What follows belongs to an exercise in optimizing a design on an open flow for small area and a short achievable clock period; a production flow would make more cautious choices.
RTL that was checked went through simulation tests only; none was proved equivalent to the original.
No activity file was given, so power comes from the tool's default toggle rates.

Setup of birch:
Design SAD_cal, start of the top module:
module SAD_cal(rstn,clk,din,refi,cal_en,sad,sad_val);
input rstn;
input clk;
input [1023:0] din;
input [1023:0] refi;
input cal_en;
output [15:0] sad;
output sad_val;
wire [7:0] e0;
wire C_0, Cb_0, G10_0, G20_0, G32_0, G40_0, G54_0, G60_0, G76_0, P32_0, P54_0, P76_0, g5p_0, g6p_0, nG10_0, nG30_0, nG50_0, nG64_0, nG74_0, nP64_0, nP74_0, ng0_0, ng1_0, ng2_0, ng3_0, ng4_0, ng5_0, ng6_0, ng7_0, p5_0, p6_0, t1_0, t2_0, t3_0, t4_0, t5_0, t6_0, t7_0, x0_0, x1_0, x2_0, x3_0, x4_0, x5_0, x6_0, x7_0;
SAD_nandn u_ng0_0 (din[0], refi[0], ng0_0);
SAD_xor u_x0_0 (din[0], refi[0], x0_0);
SAD_nandn u_ng1_0 (din[1], refi[1], ng1_0);
SAD_xor u_x1_0 (din[1], refi[1], x1_0);
SAD_nandn u_ng2_0 (din[2], refi[2], ng2_0);
SAD_xor u_x2_0 (din[2], refi[2], x2_0);
SAD_nandn u_ng3_0 (din[3], refi[3], ng3_0);
SAD_xor u_x3_0 (din[3], refi[3], x3_0);
SAD_nandn u_ng4_0 (din[4], refi[4], ng4_0);
SAD_xor u_x4_0 (din[4], refi[4], x4_0);
  ...
Size: ~9,000 cells after synthesis, ~780 flip-flops, about 2,100 I/O pins.
clock: 4.0 ns
lec_check: 0
cap_margin: 20
core_area: 12 12 468 468
die_area: 0 0 480 480
place_density: 0.6
setup_slack_margin: 1.0
slew_margin: 20
synth_hierarchical: 1
standard.sh (not shown) runs the stock make flow with config.mk's settings and CLKGATE_MAP_FILE= SYNTH_SCRIPT=/design/flow/synth_recipe.tcl, a recipe that flattens the netlist after the stock synthesis.
==> flow/flow/run.sh <==
#!/bin/bash
# The standard layout (standard.sh) with three changes to how the layout is made:
#  - plain buf_1 cells as the port buffers instead of the delay cells buffer_ports picks;
#  - I/O pins allowed on every routing track of the die's edge, so the die can be smaller;
#  - the clock pin placed first (io_pre.tcl) in a stretch of edge kept free of other pins,
#    because the clock net's wider-spacing routing rule clashes with pins one track away.
set -euo pipefail
export BUFFER_PORTS_ARGS="-buffer_cell sky130_fd_sc_hd__buf_1"
export PLACE_PINS_ARGS="-min_distance 1 -min_distance_in_tracks -exclude top:225-255"
export PRE_IO_PLACEMENT_TCL="$PWD/flow/io_pre.tcl"
export ROUTING_LAYER_ADJUSTMENT=0.10
bash standard.sh > standard.log 2>&1
==> flow/flow/io_pre.tcl <==
# Clock pin in the middle of the top edge; place_pins keeps other pins out of top:225-255.
place_pin -pin_name clk -layer met2 -location {240 480} -pin_size {0.14 0.97} -force_to_die_boundary
Input-level comparison between maple and birch:
--- a/flow/config.mk
+++ b/flow/config.mk
@@ -11,3 +11,3 @@
 export PLACE_DENSITY = 0.6
-export SETUP_SLACK_MARGIN = 1.0
+export SETUP_SLACK_MARGIN = 1.5
 export SLEW_MARGIN = 20
In maple, the wire length on met1 came out about 2.3% above the value in birch. As far as sequential fraction of the synthesis area goes, maple and birch are indistinguishable; the numbers are identical. Summary of the comparison: required time reported for the critical path endpoint is higher in maple, relative to birch. For async set or reset register ratio after synthesis, birch and maple come out practically identical. Changes observed in maple relative to birch: area growth from synthesis to final layout higher; antenna diode count saw a decrease; worst setup slack went down. The estimated power of maple ends up higher than the estimate for birch. Measured against each other, maple and birch differ in count of buffering cells on the critical path with inverters included, the lower figure coming from birch. Compared with birch, number of CTS-inserted buffers in maple decreased by a few percent.
No run of this note included a check of the RTL's function; only the layout flow was run.

Another version of the RTL of SAD_cal (not shown whole).
For scale: ~9300 cells after synthesis, about 1100 flip-flops, roughly 2100 I/O pins, about 0.094 mm^2 of cells after synthesis.
==> flow/design.v (excerpt) <==
module SAD_cal(rstn,clk,din,refi,cal_en,sad,sad_val);
input rstn;
input clk;
input [1023:0] din;
input [1023:0] refi;
input cal_en;
output [15:0] sad;
output sad_val;
wire [7:0] e0;
wire C_0, Cb_0, G10_0, G20_0, G32_0, G40_0, G54_0, G60_0, G76_0, P32_0, P54_0, P76_0, g5p_0, g6p_0, nG10_0, nG30_0, nG50_0, nG64_0, nG74_0, nP64_0, nP74_0, ng0_0, ng1_0, ng2_0, ng3_0, ng4_0, ng5_0, ng6_0, ng7_0, p5_0, p6_0, t1_0, t2_0, t3_0, t4_0, t5_0, t6_0, t7_0, x0_0, x1_0, x2_0, x3_0, x4_0, x5_0, x6_0, x7_0;
SAD_nandn u_ng0_0 (din[0], refi[0], ng0_0);
SAD_xor u_x0_0 (din[0], refi[0], x0_0);
SAD_nandn u_ng1_0 (din[1], refi[1], ng1_0);
SAD_xor u_x1_0 (din[1], refi[1], x1_0);
SAD_nandn u_ng2_0 (din[2], refi[2], ng2_0);
SAD_xor u_x2_0 (din[2], refi[2], x2_0);
SAD_nandn u_ng3_0 (din[3], refi[3], ng3_0);
SAD_xor u_x3_0 (din[3], refi[3], x3_0);
SAD_nandn u_ng4_0 (din[4], refi[4], ng4_0);
SAD_xor u_x4_0 (din[4], refi[4], x4_0);
SAD_nandn u_ng5_0 (din[5], refi[5], ng5_0);
SAD_xor u_x5_0 (din[5], refi[5], x5_0);
SAD_nandn u_ng6_0 (din[6], refi[6], ng6_0);
SAD_xor u_x6_0 (din[6], refi[6], x6_0);
SAD_nandn u_ng7_0 (din[7], refi[7], ng7_0);
SAD_xor u_x7_0 (din[7], refi[7], x7_0);
SAD_oai u_G10_0 (x1_0, ng0_0, ng1_0, G10_0);
SAD_oai u_G32_0 (x3_0, ng2_0, ng3_0, G32_0);
SAD_oai u_G54_0 (x5_0, ng4_0, ng5_0, G54_0);
SAD_oai u_G76_0 (x7_0, ng6_0, ng7_0, G76_0);
SAD_nor u_P32_0 (x3_0, x2_0, P32_0);
SAD_nor u_P54_0 (x5_0, x4_0, P54_0);
SAD_nor u_P76_0 (x7_0, x6_0, P76_0);
SAD_aoi u_nG30_0 (P32_0, G10_0, G32_0, nG30_0);
SAD_aoi u_nG74_0 (P76_0, G54_0, G76_0, nG74_0);
SAD_nand u_nP74_0 (P76_0, P54_0, nP74_0);
  ...
Settings: LEC_CHECK=0, CAP_MARGIN=20, CORE_AREA=12 12 468 468, DIE_AREA=0 0 480 480, PLACE_DENSITY=0.75, SETUP_SLACK_MARGIN=1.0, SLEW_MARGIN=20, SYNTH_HIERARCHICAL=1; clock period 4.0 ns.
Scripts as last shown in full above: flow/flow/run.sh, flow/flow/io_pre.tcl
The baseline went through all stages and came out clean.
Change:
--- a/flow/config.mk
+++ b/flow/config.mk
@@ -11,4 +11,4 @@
 export PLACE_DENSITY = 0.75
 export SETUP_SLACK_MARGIN = 1.0
-export SLEW_MARGIN = 20
+export SLEW_MARGIN = 60
 export SYNTH_HIERARCHICAL = 1
Outcome: Worst hold slack is worse by 0.023 ns; first-iteration DRC count increases by a few percent; routed wire length is about the same; total power stays flat; global-route usage hardly moves; core utilization stays flat; cell count hardly moves; critical path depth increases by 1; final area hardly moves.

## the previous run
Another version of the RTL of SAD_cal (not shown whole).
Size in the first run: about 86,000 um2 of cells after synthesis.
==> flow/config.mk <==
export PLATFORM = sky130hd
export DESIGN_NAME = SAD_cal
export DESIGN_NICKNAME = SAD_cal
export VERILOG_FILES = /design/flow/design.v
export SDC_FILE = /design/flow/constraint.sdc
export NUM_CORES = 4
export LEC_CHECK = 0
export CAP_MARGIN = 20
export CORE_AREA = 2 2 718 718
export DIE_AREA = 0 0 720 720
export PLACE_DENSITY = 0.6
export SLEW_MARGIN = 20
==> flow/constraint.sdc <==
create_clock -name core_clock -period 4.0 [get_ports {clk}]
set_input_delay 0.8000 -clock core_clock [delete_from_list [all_inputs] [get_ports {clk}]]
set_output_delay 0.8000 -clock core_clock [all_outputs]
set_load 0.01 [all_outputs]
==> flow/flow/run.sh <==
#!/bin/bash
# The standard layout (standard.sh), with plain buf_1 cells as the port buffers
# instead of the delay cells buffer_ports picks by default.
set -euo pipefail
export BUFFER_PORTS_ARGS="-buffer_cell sky130_fd_sc_hd__buf_1"
bash standard.sh > standard.log 2>&1
No stage failed in the previous run, and the final checks on the layout all came back clean.
### the previous run -> the current run
diff --git a/flow/config.mk b/flow/config.mk
--- a/flow/config.mk
+++ b/flow/config.mk
@@ -11,2 +11,3 @@
 export PLACE_DENSITY = 0.6
+export SETUP_SLACK_MARGIN = 0.6
 export SLEW_MARGIN = 20
--- outcome ---
Higher last weighted congestion value of the routability-driven placer among the current run and the previous run: the previous run
Diff the previous run -> the current run | clock-buffer cell count | decrease of 5
[the current run vs the previous run] register-to-register path setup slack: lower in the current run
[compare] base=the previous run new=the current run: switching part of the total now sits lower; total power now sits higher; portion of the layout cell area used by clock cells now sits higher; sum of routed wire length over all layers now sits at about the same level.
Summary of the comparison: cell leakage power is lower in the current run, relative to the previous run.
For the current run, the path type of the worst min-delay path was primary input to asynchronous set/reset pin, unlike the previous run, where it was primary input to flop.
The current run: all stages complete, timing, DRC and antenna checks passed
The previous run finished every step from synthesis to the final layout, and the layout passed the timing, design-rule and antenna checks.
When the current run is set beside the previous run, its wire length of the first global-routing pass turns out to be 0.34% larger.
The final clock period utilization by the worst path in the current run sits 3.5 points below the value recorded for the previous run.
The power share of the clock group in the current run sits 0.5 points above the value recorded for the previous run.

Setup of run A:
SAD_cal, a different RTL version from the one above (not shown whole).
Size: roughly 8700 cells after synthesis, about 680 flip-flops, roughly 85000 um^2 of cells after synthesis.
Settings: LEC_CHECK=0, CAP_MARGIN=20, CORE_AREA=2 2 478 478, DIE_AREA=0 0 480 480, PLACE_DENSITY=0.6, SLEW_MARGIN=20, SYNTH_HIERARCHICAL=1; clock period 4.0 ns.
==> flow/flow/run.sh <==
#!/bin/bash
# The standard layout (standard.sh), with plain buf_1 cells as the port buffers
# instead of the delay cells buffer_ports picks by default, and the I/O pins
# allowed on every routing track of the die's edge so that the die can be smaller.
set -euo pipefail
export BUFFER_PORTS_ARGS="-buffer_cell sky130_fd_sc_hd__buf_1"
export PLACE_PINS_ARGS="-min_distance 1 -min_distance_in_tracks"
export ROUTING_LAYER_ADJUSTMENT=0.10
bash standard.sh > standard.log 2>&1
FAIL run A @ global routing: tool exited with error
Edits applied to the flow inputs when going from run A to run B:
Settings: DIE_AREA now 0 0 720 720, was 0 0 480 480; SETUP_SLACK_MARGIN now 0.5, previously not set; CORE_AREA now 2 2 718 718, was 2 2 478 478.
==> flow/flow/run.sh <==
#!/bin/bash
# The standard layout (standard.sh), with plain buf_1 cells as the port buffers
# instead of the delay cells buffer_ports picks by default.
set -euo pipefail
export BUFFER_PORTS_ARGS="-buffer_cell sky130_fd_sc_hd__buf_1"
bash standard.sh > standard.log 2>&1
- Run A is listed as incomplete: the tool reported an error in global routing and the run ended there.
- Run B finished all stages; the layout is clean.
- Run B -> run A: cell area after technology mapping delta 0, exact match
- From run A to run B, share of synthesized cell area in and, or, nand and nor gates did not move at all.
- Compared with run A, run B shows setup slack after placement lower by 0.38 ns.
- Relative to run A, cell area after placement increased by 5.6% in run B.
- Run B vs. run A: largest buffer count on any clock path went up by 1.
- Count of standard-cell rows was lower in run A than in run B.
- The total CTS buffers in run B was higher than what run A gave.
- Per the comparison of run B with run A, global placement routability congestion grew by 9.1%, total instance count after detailed placement grew by 28%.
## Diff of input files: run C against run B
Settings: clearing SETUP_SLACK_MARGIN, which used to be 0.5.
Every stage of run C finished as expected; the final checks, on the other hand, flagged antenna rules, which means the layout fails. Relative to run B, the number of nets with antenna violations after routing of run C is higher by 1. Post-route clock skew of run B is on par with run C. Run C vs run B, cell with the largest stage delay on the worst path: xor2_1 vs o21ai_1. Between run C and run B, the difference in cell area is negligible. On met3 wirelength from detailed routing, the lower figure sits with run B, not run C.
Modified inputs, run D compared to run C
Settings: changing CORE_AREA from 2 2 718 718 to 2 2 478 478; changing DIE_AREA from 0 0 720 720 to 0 0 480 480.
==> flow/flow/run.sh <==
#!/bin/bash
# The standard layout (standard.sh), with plain buf_1 cells as the port buffers
# instead of the delay cells buffer_ports picks by default, and the I/O pins
# allowed on every routing track of the die's edge so that the die can be smaller.
set -euo pipefail
export BUFFER_PORTS_ARGS="-buffer_cell sky130_fd_sc_hd__buf_1"
export PLACE_PINS_ARGS="-min_distance 1 -min_distance_in_tracks"
bash standard.sh > standard.log 2>&1
## What came out
What ended run D was a tool error in global routing; the run never finished.
Measured against run C, the post-detailed-placement half-perimeter wirelength of run D comes out at 0.60 times the reference value.
When the final numbers for run C and run D were put side by side, the standard-cell row count turned out to be smaller in run D.
Against run C, run D comes in about 5.3% lower on area of placed instances.
Side by side, routability congestion estimate from global placement turned out lower in run D than in run C.

-- afterwards: timing with drivers on the ports --
No port has a modelled driver above. Below, the same layouts with a new extraction and two added sets of constraints.
Step 1 assumes that a clkbuf_16 drives the clock port and a buf_2 every other input.
Step 2 also shifts input and output timing later by t, the mid clock arrival at the registers, as if the neighbouring blocks saw the same clock.
Slacks: no drivers / after step 1 / after step 2; pairs: no drivers / after step 1.
| run | t (ns) | setup slack, ns | worst hold slack (ns) | slew at the worst register clock pin (ns) |
|---|---|---|---|---|
| birch | 0.770 | 1.049 / 1.036 / 0.266 | 0.219 / 0.195 / 0.328 | 0.07 / 0.07 |
| maple | 0.760 | 1.012 / 1.031 / 0.270 | 0.219 / 0.217 / 0.324 | 0.07 / 0.07 |
| the first run of note 2 | 0.802 | 1.377 / 1.377 / 0.666 | 0.176 / 0.148 / 0.328 | 0.07 / 0.07 |
| the second run of note 2 | 0.802 | 1.371 / 1.371 / 0.723 | 0.153 / 0.133 / 0.328 | 0.07 / 0.07 |
| the previous run | 0.932 | 0.509 / 0.365 / -0.567 | 0.123 / 0.065 / 0.326 | 0.08 / 0.08 |
| the current run | 0.942 | 0.650 / 0.575 / -0.367 | 0.335 / 0.279 / 0.335 | 0.08 / 0.08 |
| run B | 0.956 | 0.712 / 0.514 / -0.442 | 0.131 / 0.117 / 0.326 | 0.08 / 0.08 |
| run C | 0.958 | 0.632 / 0.431 / -0.527 | 0.128 / 0.116 / 0.326 | 0.08 / 0.08 |
The setup slack of run C, which loses most, moves by -0.201 ns with the drivers and by -1.159 ns with both steps.
